Context: an optimization exercise on an open-source flow, tuned for small area and a short achievable clock period. The choices shown serve that exercise and are no tape-out recipe. Where RTL was checked, it was by simulation tests only, not by an equivalence proof against the original. The RTL of run 2 was laid out without a check of its function.

## flow/design.v (module list and top-level ports; edited modules follow where they fit)
// module fir_pipe_1: 1135 lines
// module fa3: 4 lines
module fir_pipe_1(
    input clk,
    input reset_p,
    input [15:0]x,
    output [15:0]y
    );
  // ...
==> flow/flow/run.sh <==
#!/bin/bash
# Standard layout flow, with the timing repair steps asked to leave a setup
# margin below the clock period (the constraints themselves are unchanged).
set -euo pipefail
bash standard.sh SETUP_SLACK_MARGIN=${FLOW_MARGIN:-6.9} finish > standard.log 2>&1
==> flow/standard.sh <==
#!/bin/bash
# synth_recipe.tcl (not shown) runs the flow's synth.tcl, then flattens the netlist and writes it again
# the make line also repeats each setting of config.mk as NAME=value (left out here)
make -C /OpenROAD-flow-scripts/flow DESIGN_CONFIG=/design/flow/config.mk WORK_HOME=/design/flow/orfs CLKGATE_MAP_FILE= SYNTH_SCRIPT=/design/flow/synth_recipe.tcl "${@:-finish}"
==> flow/config.mk <==
export PLATFORM = sky130hd
export DESIGN_NAME = fir_pipe_1
export DESIGN_NICKNAME = fir_pipe_1
export VERILOG_FILES = /design/flow/design.v
export SDC_FILE = /design/flow/constraint.sdc
export NUM_CORES = 4
export LEC_CHECK = 0
export CAP_MARGIN = 20
export CORE_MARGIN = 2
export CORE_UTILIZATION = 50
export CTS_BUF_LIST = sky130_fd_sc_hd__clkbuf_16
export CTS_CLUSTER_DIAMETER = 80
export CTS_CLUSTER_SIZE = 25
export GPL_ROUTABILITY_DRIVEN = 0
export SLEW_MARGIN = 20
export SYNTH_HIERARCHICAL = 1
==> flow/constraint.sdc <==
create_clock -name core_clock -period 10.0 [get_ports {clk}]
set_input_delay 2.0000 -clock core_clock [delete_from_list [all_inputs] [get_ports {clk}]]
set_output_delay 2.0000 -clock core_clock [all_outputs]
set_load 0.01 [all_outputs]
==> results by group, run 1 <==
Detailed routing
  • WL final: between 40000 and 50000 um
  • Via count: 11700

Final layout
  • Reg with most FFs: d
  • Final net count: 2281
  • Max FFs per register: 304
  • ANT cells: 1
  • Plain + repair buffers: 74
  • Clock buffer count in the final layout: 27

Yosys
  • Synth Area in Adders: 0.421
  • Largest family of logic cells by synthesized area: adder cells
  • EDFF count, synth: 0

Clock tree
  • H-tree depth: 1

STA
  • Rel. slew slack: 0.430
  • Slew Limit Fails: 0
  • RSZ-0062 raised after global routing: true
  • Final setup fails: 0
  • Fmax: 0.320 GHz
  • Setup TNS: 0 ns
  • Worst setup margin: approximately 6.9 ns

GRT
  • First-pass GRT wire length: about 74000 um
  • Met2 Usage GRT: 0.324

Setup path
  • FF-to-FF Start: rr[84]
  • CP startpoint kind: flop
  • R2R cell count: 10
  • CP max FO: 7
  • Register-to-register path setup slack: 6.88 ns

Worst hold path
  • Hold Path Class: reg -> reg

Run status
  • Status: no timing/DRC/antenna violations

Die
  • Chip Height: 220 um

Placement
  • Pre-CTS setup slack: 6.62 ns
  • # port buffers: 33
==> run 2, diff against run 1 <==
--- a/flow/design.v
+++ b/flow/design.v
@@ -1122,19 +1122,163 @@
     wire fs773, fc774;
     fa3 ufs773 (.a(rr[90]), .b(~rr[91]), .c(fc728), .s(fs773), .co(fc774));
     wire fs775, fc776;
     fa3 ufs775 (.a(rr[92]), .b(rr[93]), .c(rr[94]), .s(fs775), .co(fc776));
     wire fs777, fc778;
     fa3 ufs777 (.a(rr[95]), .b(rr[96]), .c(rr[97]), .s(fs777), .co(fc778));
     wire fs779, fc780;
     fa3 ufs779 (.a(~rr[99]), .b(rr[98]), .c(rr[100]), .s(fs779), .co(fc780));
-    wire [31:0] fa_ = {1'b0, rr[107], rr[104], rr[102], ~fc780, ~fc778, ~fc776, fc774, fc772, fc770, fc768, fc766, fc764, fc762, fc760, fc758, fc756, fc754, fc752, fc750, fc748, fc746, fc744, fc742, fc740, fc738, fc736, fc734, fc732, fc730, fs729, rr[0]};
-    wire [31:0] fb_ = {1'b0, ~rr[106], rr[105], rr[103], rr[101], ~fs779, ~fs777, ~fs775, fs773, fs771, fs769, fs767, fs765, fs763, fs761, fs759, fs757, fs755, fs753, fs751, fs749, fs747, fs745, fs743, fs741, fs739, fs737, fs735, fs733, fs731, fs685, rr[1]};
-    wire [31:0] acc = fa_ + fb_ + 32'd2147483648;
+    wire [31:0] fin_a = {1'b1, rr[107], rr[104], rr[102], ~fc780, ~fc778, ~fc776, fc774, fc772, fc770, fc768, fc766, fc764, fc762, fc760, fc758, fc756, fc754, fc752, fc750, fc748, fc746, fc744, fc742, fc740, fc738, fc736, fc734, fc732, fc730, fs729, rr[0]};
+    wire [31:0] fin_b = {1'b0, ~rr[106], rr[105], rr[103], rr[101], ~fs779, ~fs777, ~fs775, fs773, fs771, fs769, fs767, fs765, fs763, fs761, fs759, fs757, fs755, fs753, fs751, fs749, fs747, fs745, fs743, fs741, fs739, fs737, fs735, fs733, fs731, fs685, rr[1]};
+    wire [31:0] fin_g = fin_a & fin_b;
+    wire [31:0] fin_p = fin_a ^ fin_b;
+    wire fin_G1 = fin_g[1] | (fin_p[1] & fin_g[0]);
+    wire fin_P1 = fin_p[1] & fin_p[0];
+    wire fin_G2 = fin_g[3] | (fin_p[3] & fin_g[2]);
+    wire fin_P2 = fin_p[3] & fin_p[2];
+    wire fin_G3 = fin_g[5] | (fin_p[5] & fin_g[4]);
+    wire fin_P3 = fin_p[5] & fin_p[4];
+    wire fin_G4 = fin_g[7] | (fin_p[7] & fin_g[6]);
+    wire fin_P4 = fin_p[7] & fin_p[6];
+    wire fin_G5 = fin_g[9] | (fin_p[9] & fin_g[8]);
+    wire fin_P5 = fin_p[9] & fin_p[8];
+    wire fin_G6 = fin_g[11] | (fin_p[11] & fin_g[10]);
+    wire fin_P6 = fin_p[11] & fin_p[10];
+    wire fin_G7 = fin_g[13] | (fin_p[13] & fin_g[12]);
+    wire fin_P7 = fin_p[13] & fin_p[12];
+    wire fin_G8 = fin_g[15] | (fin_p[15] & fin_g[14]);
+    wire fin_P8 = fin_p[15] & fin_p[14];
+    wire fin_G9 = fin_G2 | (fin_P2 & fin_G1);
+    wire fin_P9 = fin_P2 & fin_P1;
+    wire fin_G10 = fin_G4 | (fin_P4 & fin_G3);
+    wire fin_P10 = fin_P4 & fin_P3;
+    wire fin_G11 = fin_G6 | (fin_P6 & fin_G5);
+    wire fin_P11 = fin_P6 & fin_P5;
+    wire fin_G12 = fin_G8 | (fin_P8 & fin_G7);
+    wire fin_P12 = fin_P8 & fin_P7;
+    wire fin_G13 = fin_G10 | (fin_P10 & fin_G9);
+    wire fin_P13 = fin_P10 & fin_P9;
+    wire fin_G14 = fin_G12 | (fin_P12 & fin_G11);
+    wire fin_P14 = fin_P12 & fin_P11;
+    wire fin_G15 = fin_G14 | (fin_P14 & fin_G13);
+    wire fin_G16 = fin_g[17] | (fin_p[17] & fin_g[16]);
+    wire fin_P16 = fin_p[17] & fin_p[16];
+    wire fin_G17 = fin_g[18] | (fin_p[18] & fin_g[17]);
+    wire fin_P17 = fin_p[18] & fin_p[17];
+    wire fin_G18 = fin_g[19] | (fin_p[19] & fin_g[18]);
+    wire fin_P18 = fin_p[19] & fin_p[18];
+    wire fin_G19 = fin_g[20] | (fin_p[20] & fin_g[19]);
+    wire fin_P19 = fin_p[20] & fin_p[19];
+    wire fin_G20 = fin_g[21] | (fin_p[21] & fin_g[20]);
+    wire fin_P20 = fin_p[21] & fin_p[20];
+    wire fin_G21 = fin_g[22] | (fin_p[22] & fin_g[21]);
+    wire fin_P21 = fin_p[22] & fin_p[21];
+    wire fin_G22 = fin_g[23] | (fin_p[23] & fin_g[22]);
+    wire fin_P22 = fin_p[23] & fin_p[22];
+    wire fin_G23 = fin_g[24] | (fin_p[24] & fin_g[23]);
+    wire fin_P23 = fin_p[24] & fin_p[23];
+    wire fin_G24 = fin_g[25] | (fin_p[25] & fin_g[24]);
+    wire fin_P24 = fin_p[25] & fin_p[24];
+    wire fin_G25 = fin_g[26] | (fin_p[26] & fin_g[25]);
+    wire fin_P25 = fin_p[26] & fin_p[25];
+    wire fin_G26 = fin_g[27] | (fin_p[27] & fin_g[26]);
+    wire fin_P26 = fin_p[27] & fin_p[26];
+    wire fin_G27 = fin_g[28] | (fin_p[28] & fin_g[27]);
+    wire fin_P27 = fin_p[28] & fin_p[27];
+    wire fin_G28 = fin_g[29] | (fin_p[29] & fin_g[28]);
+    wire fin_P28 = fin_p[29] & fin_p[28];
+    wire fin_G29 = fin_g[30] | (fin_p[30] & fin_g[29]);
+    wire fin_P29 = fin_p[30] & fin_p[29];
+    wire fin_G30 = fin_g[31] | (fin_p[31] & fin_g[30]);
+    wire fin_P30 = fin_p[31] & fin_p[30];
+    wire fin_G31 = fin_G17 | (fin_P17 & fin_g[16]);
+    wire fin_P31 = fin_P17 & fin_p[16];
+    wire fin_G32 = fin_G18 | (fin_P18 & fin_G16);
+    wire fin_P32 = fin_P18 & fin_P16;
+    wire fin_G33 = fin_G19 | (fin_P19 & fin_G17);
+    wire fin_P33 = fin_P19 & fin_P17;
+    wire fin_G34 = fin_G20 | (fin_P20 & fin_G18);
+    wire fin_P34 = fin_P20 & fin_P18;
+    wire fin_G35 = fin_G21 | (fin_P21 & fin_G19);
+    wire fin_P35 = fin_P21 & fin_P19;
+    wire fin_G36 = fin_G22 | (fin_P22 & fin_G20);
+    wire fin_P36 = fin_P22 & fin_P20;
+    wire fin_G37 = fin_G23 | (fin_P23 & fin_G21);
+    wire fin_P37 = fin_P23 & fin_P21;
+    wire fin_G38 = fin_G24 | (fin_P24 & fin_G22);
+    wire fin_P38 = fin_P24 & fin_P22;
+    wire fin_G39 = fin_G25 | (fin_P25 & fin_G23);
+    wire fin_P39 = fin_P25 & fin_P23;
+    wire fin_G40 = fin_G26 | (fin_P26 & fin_G24);
+    wire fin_P40 = fin_P26 & fin_P24;
+    wire fin_G41 = fin_G27 | (fin_P27 & fin_G25);
+    wire fin_P41 = fin_P27 & fin_P25;
+    wire fin_G42 = fin_G28 | (fin_P28 & fin_G26);
+    wire fin_P42 = fin_P28 & fin_P26;
+    wire fin_G43 = fin_G29 | (fin_P29 & fin_G27);
+    wire fin_P43 = fin_P29 & fin_P27;
+    wire fin_G44 = fin_G30 | (fin_P30 & fin_G28);
+    wire fin_P44 = fin_P30 & fin_P28;
+    wire fin_G45 = fin_G33 | (fin_P33 & fin_g[16]);
+    wire fin_P45 = fin_P33 & fin_p[16];
+    wire fin_G46 = fin_G34 | (fin_P34 & fin_G16);
+    wire fin_P46 = fin_P34 & fin_P16;
+    wire fin_G47 = fin_G35 | (fin_P35 & fin_G31);
+    wire fin_P47 = fin_P35 & fin_P31;
+    wire fin_G48 = fin_G36 | (fin_P36 & fin_G32);
+    wire fin_P48 = fin_P36 & fin_P32;
+    wire fin_G49 = fin_G37 | (fin_P37 & fin_G33);
+    wire fin_P49 = fin_P37 & fin_P33;
+    wire fin_G50 = fin_G38 | (fin_P38 & fin_G34);
+    wire fin_P50 = fin_P38 & fin_P34;
+    wire fin_G51 = fin_G39 | (fin_P39 & fin_G35);
+    wire fin_P51 = fin_P39 & fin_P35;
+    wire fin_G52 = fin_G40 | (fin_P40 & fin_G36);
+    wire fin_P52 = fin_P40 & fin_P36;
+    wire fin_G53 = fin_G41 | (fin_P41 & fin_G37);
+    wire fin_P53 = fin_P41 & fin_P37;
+    wire fin_G54 = fin_G42 | (fin_P42 & fin_G38);
+    wire fin_P54 = fin_P42 & fin_P38;
+    wire fin_G55 = fin_G43 | (fin_P43 & fin_G39);
+    wire fin_P55 = fin_P43 & fin_P39;
+    wire fin_G56 = fin_G44 | (fin_P44 & fin_G40);
+    wire fin_P56 = fin_P44 & fin_P40;
+    wire fin_G57 = fin_G49 | (fin_P49 & fin_g[16]);
+    wire fin_P57 = fin_P49 & fin_p[16];
+    wire fin_G58 = fin_G50 | (fin_P50 & fin_G16);
+    wire fin_P58 = fin_P50 & fin_P16;
+    wire fin_G59 = fin_G51 | (fin_P51 & fin_G31);
+    wire fin_P59 = fin_P51 & fin_P31;
+    wire fin_G60 = fin_G52 | (fin_P52 & fin_G32);
+    wire fin_P60 = fin_P52 & fin_P32;
+    wire fin_G61 = fin_G53 | (fin_P53 & fin_G45);
+    wire fin_P61 = fin_P53 & fin_P45;
+    wire fin_G62 = fin_G54 | (fin_P54 & fin_G46);
+    wire fin_P62 = fin_P54 & fin_P46;
+    wire fin_G63 = fin_G55 | (fin_P55 & fin_G47);
+    wire fin_P63 = fin_P55 & fin_P47;
+    wire fin_G64 = fin_G56 | (fin_P56 & fin_G48);
+    wire fin_P64 = fin_P56 & fin_P48;
+    wire fin_C65 = fin_g[16] | (fin_p[16] & fin_G15);
+    wire fin_C66 = fin_G16 | (fin_P16 & fin_G15);
+    wire fin_C67 = fin_G31 | (fin_P31 & fin_G15);
+    wire fin_C68 = fin_G32 | (fin_P32 & fin_G15);
+    wire fin_C69 = fin_G45 | (fin_P45 & fin_G15);
+    wire fin_C70 = fin_G46 | (fin_P46 & fin_G15);
+    wire fin_C71 = fin_G47 | (fin_P47 & fin_G15);
+    wire fin_C72 = fin_G48 | (fin_P48 & fin_G15);
+    wire fin_C73 = fin_G57 | (fin_P57 & fin_G15);
+    wire fin_C74 = fin_G58 | (fin_P58 & fin_G15);
+    wire fin_C75 = fin_G59 | (fin_P59 & fin_G15);
+    wire fin_C76 = fin_G60 | (fin_P60 & fin_G15);
+    wire fin_C77 = fin_G61 | (fin_P61 & fin_G15);
+    wire fin_C78 = fin_G62 | (fin_P62 & fin_G15);
+    wire fin_C79 = fin_G63 | (fin_P63 & fin_G15);
+    wire [31:0] acc = {fin_p[31] ^ fin_C79, fin_p[30] ^ fin_C78, fin_p[29] ^ fin_C77, fin_p[28] ^ fin_C76, fin_p[27] ^ fin_C75, fin_p[26] ^ fin_C74, fin_p[25] ^ fin_C73, fin_p[24] ^ fin_C72, fin_p[23] ^ fin_C71, fin_p[22] ^ fin_C70, fin_p[21] ^ fin_C69, fin_p[20] ^ fin_C68, fin_p[19] ^ fin_C67, fin_p[18] ^ fin_C66, fin_p[17] ^ fin_C65, fin_p[16] ^ fin_G15, 1'b0, 1'b0, 1'b0, 1'b0, 1'b0, 1'b0, 1'b0, 1'b0, 1'b0, 1'b0, 1'b0, 1'b0, 1'b0, 1'b0, 1'b0, 1'b0};
     reg [15:0] y_r;
     always @(posedge clk) y_r <= (fill == 4'd11) ? acc[31:16] : 16'd0;
     assign y = y_r;
 endmodule
 module fa3(input a, input b, input c, output s, output co);
     assign s = a ^ b ^ c;
     assign co = (a & b) | (a & c) | (b & c);
 endmodule
==> run 2 against run 1 <==
Wire length shrank 6.2%; clock skew grew 0.0069 ns; via count shrank 7.0%; synthesized area decreased by 1.9%; sequential cell count did not move; critical path depth up 1; non-clock buffer count fell by 7; largest cell class unchanged; highest routed layer unchanged.
==> results by group, run 2 <==
Setup path
  • Req. time, crit path: 10.48 ns (was 10.43 ns)
  • Slowest cell on crit path: fa_1 (unchanged)
  • WS Path Type: reg -> reg (unchanged)
  • CP startpoint kind: flop (unchanged)
  • FF-to-FF Start: rr[80] (was rr[84])
  • Worst Path Arrival: 3.79 ns (was 3.55 ns)
  • Register-to-register path setup slack: 6.69 ns (was 6.88 ns)
  • FF-to-FF End: y_r[12] (was y_r[11])
  • CP max FO: 6 (was 7)
  • Family with the most delay on the worst path: adder cells (unchanged)
  • Crit path cell chain: fa_1 -> fa_1 -> ha_4 -> and3_4 -> a221oi_4 -> o21a_1 -> o21a_1 -> o31ai_4 -> o311a_1 -> nor3_1 -> nor3b_1 (was fa_1 -> fa_1 -> ha_2 -> or2_4 -> a21oi_2 -> a21oi_1 -> a311o_1 -> a21oi_2 -> xor2_1 -> nor2_1)
  • Worst setup EP type: flop (unchanged)
  • Slowest cell delay on critical path: 0.57 ns (was 0.52 ns)
  • R2R cell count: 11 (was 10)
  • Buf+Inv Stages, Crit Path: 0 (unchanged)

Final layout
  • Area grow syn2layout: 11.6% (was 10.4%)
  • ANT cells: 0 (was 1)
  • Post-Route Utilization: 0.565 (was 0.557)
  • Share of cells above drive strength 1: 0.150 (was 0.121)
  • Reg with most FFs: d (unchanged)
  • Final net count: 2190 (was 2281)
  • Finished Layout Cells: 2249 (was 2348)
  • # fillers: 3718 (was 3734)
  • Max FFs per register: 304 (unchanged)
  • Largest regs: d x304, rr x106 (unchanged)
  • Most common cell after layout, fill and taps aside: fa_1 (was dfxtp_1)
  • Most frequent cells in the layout: 406 x fa_1, 405 x dfxtp_1, 188 x inv_1 (was 419 x dfxtp_1, 408 x fa_1, 200 x inv_1)

STA
  • RSZ-0062 raised after global routing: true (unchanged)
  • Skew final: 0.0192 ns (was 0.0123 ns)
  • Final Hold Vio Count: 0 (unchanged)
  • Fmax: 0.302 GHz (was 0.320 GHz)
  • Slew Limit Fails: 0 (unchanged)
  • Rel. slew slack: 0.476 (was 0.430)
  • Final setup fails: 0 (unchanged)
  • Worst setup margin: 6.69 ns (was 6.88 ns)
  • Min Tclk post-route: 3.31 ns (was 3.12 ns)
  • Worst-Margin Slew: 0.786 ns (was 0.854 ns)
  • Setup TNS: 0 ns (unchanged)
  • Fin Hold WS: 0.313 ns (was 0.321 ns)
  • Final period utilization: 0.331 (was 0.312)

Worst hold path
  • Hold Path Class: reg -> reg (unchanged)
  • Hold depth: 0 (unchanged)
  • Worst Hold Path EP: d[15][9] (was d[7][2])
  • HP Start: d[14][9] (was d[6][2])

Clock tree
  • Clk root buf: clkbuf_16 (unchanged)
  • CTS buffer count: 28 (was 26)
  • Worst-path clk slew: 0.10 ns (was 0.09 ns)
  • CTS tree: built (unchanged)
  • Clock sink count: 515 (unchanged)
  • Clock Path Buffers: 3 (unchanged)
  • Worst-Skew Late Latency: 0.61 ns (was 0.57 ns)
  • H-tree depth: 1 (unchanged)

GRT
  • Grt total ovfl: 0 (unchanged)
  • Largest net degree at the start of global routing: 27 (unchanged)
  • First-pass GRT wire length: 70400 um (was 73900 um)
  • Vias in the first global route: 12300 (was 12700)
  • Gr usage total: 0.202 (was 0.207)
  • Initial antenna violation count: 0 (unchanged)

Die
  • Row cnt: 78 (was 79)
  • # IOs: 34 (unchanged)
  • DIE AREA: 47600 um2 (was 48500 um2)
  • Die width: 218 um (was 220 um)
  • Core Box Area: 45300 um2 (was 46400 um2)
  • Chip Height: 218 um (was 220 um)
  • Initial Util: 0.506 (was 0.504)

Yosys
  • EDFF count, synth: 0 (unchanged)
  • Post-synth top area share: 0.432 (was 0.424)
  • Post-Syn Area per Cell: 14.9 um2 (was 14.3 um2)
  • Post-synth top area cell: dfxtp_1 (unchanged)
  • Netlist cell types: 59 (was 53)
  • Ys Warns: 9 (unchanged)
  • Post-synth top flop: dfxtp_1 (unchanged)
  • Most numerous cell in the Yosys netlist: dfxtp_1 (unchanged)
  • Top post-synthesis cells by area: dfxtp_1 43%, fa_1 36%, ha_1 6.5% (was dfxtp_1 42%, fa_1 36%, ha_1 6.4%)
  • Most instantiated cells after synthesis: 495 x dfxtp_1, 418 x fa_1, 185 x inv_1, 120 x ha_1, 36 x nor2_1 (was 495 x dfxtp_1, 417 x fa_1, 194 x inv_1, 120 x ha_1, 54 x a21oi_1)
  • Register bit count reported by yosys: 515 (unchanged)
  • Async SR Flop Fraction: 0.0388 (unchanged)
  • Post-Syn Area: 22900 um2 (was 23400 um2)
  • Register area share after synthesis: 0.454 (was 0.445)
  • Syn_nets: 2096 (was 2185)
  • Mapped Cells: 1540 (was 1630)

Detailed routing
  • Final ANT Viol Nets: 0 (unchanged)
  • Via count: 10900 (was 11700)
  • 1st-pass router iterations: 4 (was 5)
  • WL final: 44600 um (was 47600 um)
  • Wire length per cell: 19.8 um (was 20.3 um)
  • Vias/cell: 4.86 (was 5.00)
  • First-iteration detailed-routing DRC count: 483 (was 726)
  • DRC: 0 (unchanged)

Placement
  • Pre-CTS setup slack: 6.40 ns (was 6.62 ns)
  • # port buffers: 33 (unchanged)
  • Post-DP HPWL: 35500 um (was 38400 um)
  • Placed Instances: 2170 (was 2265)

Job
  • Maxcap violations: 0 (unchanged)

Run status
  • Status: no timing/DRC/antenna violations (unchanged)
-- run 2: changes by cell type in the layout (fill, tap and decap cells not counted), sizes merged, moves of 9 or more --
cell   delta
a21oi    -27
o21ai    -12
nand2    -11
o21a     +10
nand4    -11
a21o      -9
nor2b     -9
nand3     -9
-- run 2: worst reg2reg max path, cell delays in order (launching register included) --
cell and delay [ns]:
dfxtp_2 0.33, fa_1 0.50, fa_1 0.57, ha_4 0.24
and3_4 0.19, a221oi_4 0.32, o21a_1 0.21, o21a_1 0.17
o31ai_4 0.13, o311a_1 0.31, nor3_1 0.16, nor3b_1 0.08
-- run 2: cell families after synthesis --
| logic type | share of synthesized area |
|---|---|
| xor gates and xnor gates | 0.0180 |
| DFF | 0.454 |
| buffers and inverters | 0.0308 |
| muxes | 0.000437 |
| adders and majority gates | 0.430 |
| AOI/OAI and AO/OA | 0.0360 |
| and+or+nand+nor | 0.0303 |
-- run 2: what timing repair did --
| item | 4_1_cts | 5_1_grt |
|---|---|---|
| pin swaps | 32 | 34 |
| gates cloned | 0 | 0 |
| hold buffers | 0 | 0 |
| gates resized for setup | 192 | 65 |
| setup endpoints to repair | 90 | 54 |
| buffers inserted | 10 | 24 |
-- run 2: cell type report --
cell class | count | area, um2 | share of cell area
tap | 600 | 751 | 0.0293
timing repair buffer | 67 | 534 | 0.0209
inverter | 185 | 694 | 0.0271
multi-input combinational | 837 | 12100 | 0.473
clock buffer | 28 | 701 | 0.0274
sequential | 515 | 10600 | 0.415
clock inverter | 17 | 184 | 0.00719
-- run 2: worst max path at each step --
stage,to,start,cells past startpoint,slack [ns]
3_5_place_dp,y_r[12],rr[80],11,6.40
4_1_cts,y_r[12],rr[80],11,6.63
3_3_place_gp,y_r[12],rr[80],11,6.48
2_1_floorplan,rr[73],p1[15],7,6.91
5_1_grt,y_r[12],rr[78],12,6.54
6_report,y_r[12],rr[80],11,6.69
-- run 2: metal layers --
metal	GRT usage	share of wire	vias to the layer above	wire length [um]
met5	0	0	-	0
met4	0.0748	0.040	0	1770
met3	0.0377	0.049	89	2200
met2	0.330	0.47	215	21000
met1	0.272	0.44	5623	19600
li1	-	-	4997	-
-- run 2: Yosys stat by module (local to each module, per instance) --
module      flip-flops and latches  cell area [um2]
fir_pipe_1                     515            15400
fa3                              0             20.0
-- run 2: stage by stage --
step                instance area (um2)
detailed placement                24000
CTS                               25200
finish                            25600
global route                      25600
floorplan                         22900
global placement                  24000

## static timing again, ports no longer ideal
The results above use ideal ports. As a check the final layouts listed here were re-extracted and re-timed, cells and wires unchanged.
Step 1 assumes that a clkbuf_16 drives the clock port and a buf_2 every other input.
Step 2 adds t to the input delays and takes it off the output delays; t is the mean of the earliest and latest rising clock arrival at the registers after step 1. Input paths then give back, and output paths get back, about the clock's delay inside the block.
Slacks: ideal / step 1 / step 2; pairs: ideal / step 1.
| run | shift t [ns] | setup WS [ns] | worst register clock-pin slew, ns | worst data-port slew with drivers (ns) | cell pins on the clock port's net |
|---|---|---|---|---|---|
| run 1 | 0.619 | 6.879 / 6.879 / 6.879 | 0.10 / 0.10 | 0.03 | 1 |
| run 2 | 0.655 | 6.688 / 6.688 / 6.688 | 0.10 / 0.10 | 0.03 | 1 |
After both steps every run listed still meets setup and hold.
